What follows belongs to an exercise in optimizing a design on an open flow for small area, a short achievable clock period and few clock cycles per item; a production flow would make more cautious choices.
Where RTL was checked, it was by simulation tests only, not by an equivalence proof against the original.
Power is estimated from default activity; no workload was simulated.

== build 46 ==
==> flow/design.v <==
`default_nettype none
module seq_gcd (
	clk,
	rst_n,
	la_write_a,
	la_write_b,
	a_i,
	b_i,
	gcd_o,
	rdata,
	ready
);
	input wire clk;
	input wire rst_n;
	input wire [31:0] la_write_a;
	input wire [31:0] la_write_b;
	input wire [31:0] a_i;
	input wire [31:0] b_i;
	output wire [31:0] gcd_o;
	output wire [31:0] rdata;
	output reg ready;
	parameter NSTEP = 4;    
	reg [31:0] a_q;
	reg [31:0] b_q;
	reg [4:0] k_q;
	reg busy;
	wire la_load = (&la_write_a) & (&la_write_b);
	wire load = ~busy & la_load;
	wire [31:0] sa [0:NSTEP];
	wire [31:0] sb [0:NSTEP];
	wire [4:0] sk [0:NSTEP];
	assign sa[0] = a_q;
	assign sb[0] = b_q;
	assign sk[0] = k_q;
	genvar i, l, j;
	generate
		for (i = 0; i < NSTEP; i = i + 1) begin : step
			wire [31:0] a = sa[i];
			wire [31:0] b = sb[i];
			wire [4:0] k = sk[i];
			wire bz = ~|b;
			wire kz = ~|k;
			localparam STRIP = (i == 0);
			localparam PUT = (i == NSTEP - 1);
			wire c_put = PUT & bz & ~kz;               
			wire c_two = STRIP & ~bz & ~a[0] & ~b[0];  
			wire c_ev2 = ~a[0] & ~b[0];                
			wire c_aev = ~a[0] & b[0];         
			wire c_sub = a[0] & b[0];          
			wire [31:0] ag = a & {32{b[0]}};
			wire [31:0] p0 = ~(ag ^ b);
			wire [31:0] g0 = b & ~ag;
			wire gn0 = g0[1] | (p0[1] & g0[0]);
			wire pn0 = p0[1] & p0[0];
			wire gn1 = g0[3] | (p0[3] & g0[2]);
			wire pn1 = p0[3] & p0[2];
			wire gn2 = g0[5] | (p0[5] & g0[4]);
			wire pn2 = p0[5] & p0[4];
			wire gn3 = g0[7] | (p0[7] & g0[6]);
			wire pn3 = p0[7] & p0[6];
			wire gn4 = g0[9] | (p0[9] & g0[8]);
			wire pn4 = p0[9] & p0[8];
			wire gn5 = g0[11] | (p0[11] & g0[10]);
			wire pn5 = p0[11] & p0[10];
			wire gn6 = g0[13] | (p0[13] & g0[12]);
			wire pn6 = p0[13] & p0[12];
			wire gn7 = g0[15] | (p0[15] & g0[14]);
			wire pn7 = p0[15] & p0[14];
			wire gn8 = g0[17] | (p0[17] & g0[16]);
			wire pn8 = p0[17] & p0[16];
			wire gn9 = g0[19] | (p0[19] & g0[18]);
			wire pn9 = p0[19] & p0[18];
			wire gn10 = g0[21] | (p0[21] & g0[20]);
			wire pn10 = p0[21] & p0[20];
			wire gn11 = g0[23] | (p0[23] & g0[22]);
			wire pn11 = p0[23] & p0[22];
			wire gn12 = g0[25] | (p0[25] & g0[24]);
			wire pn12 = p0[25] & p0[24];
			wire gn13 = g0[27] | (p0[27] & g0[26]);
			wire pn13 = p0[27] & p0[26];
			wire gn14 = g0[29] | (p0[29] & g0[28]);
			wire pn14 = p0[29] & p0[28];
			wire gn15 = g0[31] | (p0[31] & g0[30]);
			wire pn15 = p0[31] & p0[30];
			wire gn16 = gn1 | (pn1 & gn0);
			wire pn16 = pn1 & pn0;
			wire gn17 = gn3 | (pn3 & gn2);
			wire pn17 = pn3 & pn2;
			wire gn18 = gn5 | (pn5 & gn4);
			wire pn18 = pn5 & pn4;
			wire gn19 = gn7 | (pn7 & gn6);
			wire pn19 = pn7 & pn6;
			wire gn20 = gn9 | (pn9 & gn8);
			wire pn20 = pn9 & pn8;
			wire gn21 = gn11 | (pn11 & gn10);
			wire pn21 = pn11 & pn10;
			wire gn22 = gn13 | (pn13 & gn12);
			wire pn22 = pn13 & pn12;
			wire gn23 = gn15 | (pn15 & gn14);
			wire pn23 = pn15 & pn14;
			wire gn24 = gn17 | (pn17 & gn16);
			wire pn24 = pn17 & pn16;
			wire gn25 = gn19 | (pn19 & gn18);
			wire pn25 = pn19 & pn18;
			wire gn26 = gn21 | (pn21 & gn20);
			wire pn26 = pn21 & pn20;
			wire gn27 = gn23 | (pn23 & gn22);
			wire pn27 = pn23 & pn22;
			wire gn28 = gn25 | (pn25 & gn24);
			wire pn28 = pn25 & pn24;
			wire gn29 = gn27 | (pn27 & gn26);
			wire pn29 = pn27 & pn26;
			wire gn30 = gn29 | (pn29 & gn28);
			wire pn30 = pn29 & pn28;
			wire gn31 = gn26 | (pn26 & gn28);
			wire pn31 = pn26 & pn28;
			wire gn32 = gn18 | (pn18 & gn24);
			wire pn32 = pn18 & pn24;
			wire gn33 = gn20 | (pn20 & gn28);
			wire pn33 = pn20 & pn28;
			wire gn34 = gn22 | (pn22 & gn31);
			wire pn34 = pn22 & pn31;
			wire gn35 = gn2 | (pn2 & gn16);
			wire pn35 = pn2 & pn16;
			wire gn36 = gn4 | (pn4 & gn24);
			wire pn36 = pn4 & pn24;
			wire gn37 = gn6 | (pn6 & gn32);
			wire pn37 = pn6 & pn32;
			wire gn38 = gn8 | (pn8 & gn28);
			wire pn38 = pn8 & pn28;
			wire gn39 = gn10 | (pn10 & gn33);
			wire pn39 = pn10 & pn33;
			wire gn40 = gn12 | (pn12 & gn31);
			wire pn40 = pn12 & pn31;
			wire gn41 = gn14 | (pn14 & gn34);
			wire pn41 = pn14 & pn34;
			wire gn42 = g0[2] | (p0[2] & gn0);
			wire pn42 = p0[2] & pn0;
			wire gn43 = g0[4] | (p0[4] & gn16);
			wire pn43 = p0[4] & pn16;
			wire gn44 = g0[6] | (p0[6] & gn35);
			wire pn44 = p0[6] & pn35;
			wire gn45 = g0[8] | (p0[8] & gn24);
			wire pn45 = p0[8] & pn24;
			wire gn46 = g0[10] | (p0[10] & gn36);
			wire pn46 = p0[10] & pn36;
			wire gn47 = g0[12] | (p0[12] & gn32);
			wire pn47 = p0[12] & pn32;
			wire gn48 = g0[14] | (p0[14] & gn37);
			wire pn48 = p0[14] & pn37;
			wire gn49 = g0[16] | (p0[16] & gn28);
			wire pn49 = p0[16] & pn28;
			wire gn50 = g0[18] | (p0[18] & gn38);
			wire pn50 = p0[18] & pn38;
			wire gn51 = g0[20] | (p0[20] & gn33);
			wire pn51 = p0[20] & pn33;
			wire gn52 = g0[22] | (p0[22] & gn39);
			wire pn52 = p0[22] & pn39;
			wire gn53 = g0[24] | (p0[24] & gn31);
			wire pn53 = p0[24] & pn31;
			wire gn54 = g0[26] | (p0[26] & gn40);
			wire pn54 = p0[26] & pn40;
			wire gn55 = g0[28] | (p0[28] & gn34);
			wire pn55 = p0[28] & pn34;
			wire gn56 = g0[30] | (p0[30] & gn41);
			wire pn56 = p0[30] & pn41;
			wire [31:0] Gf = {gn30, gn56, gn41, gn55, gn34, gn54, gn40, gn53, gn31, gn52, gn39, gn51, gn33, gn50, gn38, gn49, gn28, gn48, gn37, gn47, gn32, gn46, gn36, gn45, gn24, gn44, gn35, gn43, gn16, gn42, gn0, g0[0]};
			wire [31:0] Pf = {pn30, pn56, pn41, pn55, pn34, pn54, pn40, pn53, pn31, pn52, pn39, pn51, pn33, pn50, pn38, pn49, pn28, pn48, pn37, pn47, pn32, pn46, pn36, pn45, pn24, pn44, pn35, pn43, pn16, pn42, pn0, p0[0]};
			wire ge = Gf[31] | Pf[31];
			wire [31:0] c1 = {Gf[30:0] | Pf[30:0], 1'b1};
			wire [31:0] c0n = {~Gf[30:0], 1'b1};
			wire [31:0] ad = p0 ^ (ge ? c1 : c0n);
			wire [31:0] xv = ad;
			wire [2:0] y = ag[2:0] ^ b[2:0];
			wire [1:0] sh = c_ev2 ? {1'd0, c_two} :
			                y[0] ? 2'd0 :
			                y[1] ? 2'd1 :
			                y[2] ? 2'd2 :
			                2'd3;
			wire [31:0] s0 = xv;
			wire [31:0] s1 = sh[0] ? s0 >> 1 : s0;
			wire [31:0] s2 = sh[1] ? s1 >> 2 : s1;
			assign sb[i+1] = s2;
			assign sa[i+1] = c_put ? a << 1 :
			                 c_two ? a >> 1 :
			                 (c_aev | (c_sub & ~ge)) ? b : a;
			assign sk[i+1] = c_put ? k - 5'd1 : c_two ? k + 5'd1 : k;
		end
	endgenerate
	always @(posedge clk) begin
		if (load) begin
			a_q <= a_i;
			b_q <= b_i;
			k_q <= 5'd0;
		end else begin
			a_q <= sa[NSTEP];
			b_q <= sb[NSTEP];
			k_q <= sk[NSTEP];
		end
	end
	wire fin = ~|sb[NSTEP] & ~|sk[NSTEP];
	always @(posedge clk or negedge rst_n) begin
		if (~rst_n) begin
			busy <= 1'b0;
			ready <= 1'b0;
		end else begin
			if (load) begin
				busy <= 1'b1;
				ready <= 1'b0;
			end else if (busy & fin) begin
				busy <= 1'b0;
				ready <= 1'b1;
			end
		end
	end
	assign gcd_o = a_q;
	assign rdata = 32'd0;
endmodule
`default_nettype wire
export LEC_CHECK = 0
export ABC_AREA = 1
export CAP_MARGIN = 20
export CORE_MARGIN = 2
export CORE_UTILIZATION = 40
export CTS_BUF_LIST = sky130_fd_sc_hd__clkbuf_4 sky130_fd_sc_hd__clkbuf_8
export PLACE_DENSITY = 0.8
export SLEW_MARGIN = 20
create_clock -name core_clock -period 70.0 [get_ports {clk}]
standard.sh (not shown) runs the stock make flow with config.mk's settings and CLKGATE_MAP_FILE= SYNTH_SCRIPT=/design/flow/synth_recipe.tcl, a recipe that flattens the netlist after the stock synthesis.
==> flow/flow/run.sh <==
#!/bin/bash
set -euo pipefail
MARGIN=$(cat flow/margin.txt)
bash standard.sh SETUP_SLACK_MARGIN=$MARGIN \
  "BUFFER_PORTS_ARGS=-buffer_cell sky130_fd_sc_hd__buf_1" finish > standard_flow.log 2>&1
==> flow/flow/margin.txt <==
54.6
Build 46 reached the final stage; the timing, design-rule and antenna checks on its layout passed.
Changes in build 10 relative to build 46:
--- a/flow/design.v
+++ b/flow/design.v
@@ -18,9 +18,9 @@
 	input wire [31:0] b_i;
 	output wire [31:0] gcd_o;
 	output wire [31:0] rdata;
 	output reg ready;
-	parameter NSTEP = 4;    
+	parameter NSTEP = 3;    
 	reg [31:0] a_q;
 	reg [31:0] b_q;
 	reg [4:0] k_q;
 	reg busy;
@@ -39,18 +39,14 @@
 			wire [31:0] b = sb[i];
 			wire [4:0] k = sk[i];
 			wire bz = ~|b;
 			wire kz = ~|k;
-			localparam STRIP = (i == 0);
-			localparam PUT = (i == NSTEP - 1);
-			wire c_put = PUT & bz & ~kz;               
-			wire c_two = STRIP & ~bz & ~a[0] & ~b[0];  
-			wire c_ev2 = ~a[0] & ~b[0];                
+			wire c_put = bz & ~kz;             
+			wire c_two = ~bz & ~a[0] & ~b[0];  
 			wire c_aev = ~a[0] & b[0];         
 			wire c_sub = a[0] & b[0];          
-			wire [31:0] ag = a & {32{b[0]}};
-			wire [31:0] p0 = ~(ag ^ b);
-			wire [31:0] g0 = b & ~ag;
+			wire [31:0] p0 = ~(a ^ b);
+			wire [31:0] g0 = b & ~a;
 			wire gn0 = g0[1] | (p0[1] & g0[0]);
 			wire pn0 = p0[1] & p0[0];
 			wire gn1 = g0[3] | (p0[3] & g0[2]);
 			wire pn1 = p0[3] & p0[2];
@@ -169,11 +165,11 @@
 			wire ge = Gf[31] | Pf[31];
 			wire [31:0] c1 = {Gf[30:0] | Pf[30:0], 1'b1};
 			wire [31:0] c0n = {~Gf[30:0], 1'b1};
 			wire [31:0] ad = p0 ^ (ge ? c1 : c0n);
-			wire [31:0] xv = ad;
-			wire [2:0] y = ag[2:0] ^ b[2:0];
-			wire [1:0] sh = c_ev2 ? {1'd0, c_two} :
+			wire [31:0] xv = b[0] ? ad : b;
+			wire [2:0] y = b[0] ? (a[2:0] ^ b[2:0]) : b[2:0];
+			wire [1:0] sh = c_two ? 2'd1 :
 			                y[0] ? 2'd0 :
 			                y[1] ? 2'd1 :
 			                y[2] ? 2'd2 :
 			                2'd3;
==> results.txt <==
Build 10 ended with every stage complete and zero timing, DRC or antenna violations.
Area added between synthesis and finish, build 46 and build 10: higher on build 46
Going from build 46 to build 10, the delay contributed by the slowest stage of the critical path was found to have gone down by 0.21 ns.
Build 46 ended up with or4_4 as its worst-path cell with the longest stage delay; build 10 ended up with nor4_1.
On internal power contribution: between build 46 and build 10, it ends up higher for build 46.
Compared with build 46, build 10 shows total number of multi-input combinational cells that has gone down by a little under 10%.
Summary: with build 46 as the reference, count of cells along the worst register-to-register path in build 10 moved down by more than a quarter.
Compare build 46 and build 10 | worst slew margin relative to its limit higher: build 46
Number of placed instances, taps included (build 10 vs. build 46) decreases by a few percent
Looking at routing usage on met2 across build 46 and build 10, the one that comes out higher is build 46.
Layout buffer count excluding clock buffers, build 46 and build 10: smaller value in build 10
Of build 46 and build 10, build 46 shows the higher shortest clock period the worst path allows after layout, with build 10 below it.
Of build 46 and build 10, the run reporting the higher signal arrival time at the worst endpoint was build 46.
Testbench counts of build 10, summed over its fixed seeds: cycles 28,796, items 3,200.
No functional check of the RTL was part of build 46.

==> separate check: timing with driven ports <==
The flow's constraints put no driver on any port. The routed layouts listed below were extracted and timed again, unchanged, in two steps.
Step 1 sets driving cells, clkbuf_16 on the clock port and buf_2 on the other inputs (assumed; they add their load-dependent delay and slew).
Step 2 adds t to the input delays and takes it off the output delays; t is the mean of the earliest and latest rising clock arrival at the registers after step 1. Input paths then give back, and output paths get back, about the clock's delay inside the block.
a / b / c = no drivers / after step 1 / after step 2; a / b = the first two.
| run | t (ns) | setup slack, ns | worst hold slack (ns) |
|---|---|---|---|
| build 46 | 0.372 | 54.527 / 54.527 / 54.155 | 0.534 / 0.534 / 0.534 |
| build 10 | 0.412 | 54.668 / 54.668 / 54.256 | 0.489 / 0.489 / 0.489 |
After both steps setup and hold are still met in every run listed. The setup slack of build 10, which loses most, moves by 0.000 ns with the drivers and by -0.412 ns with both steps.
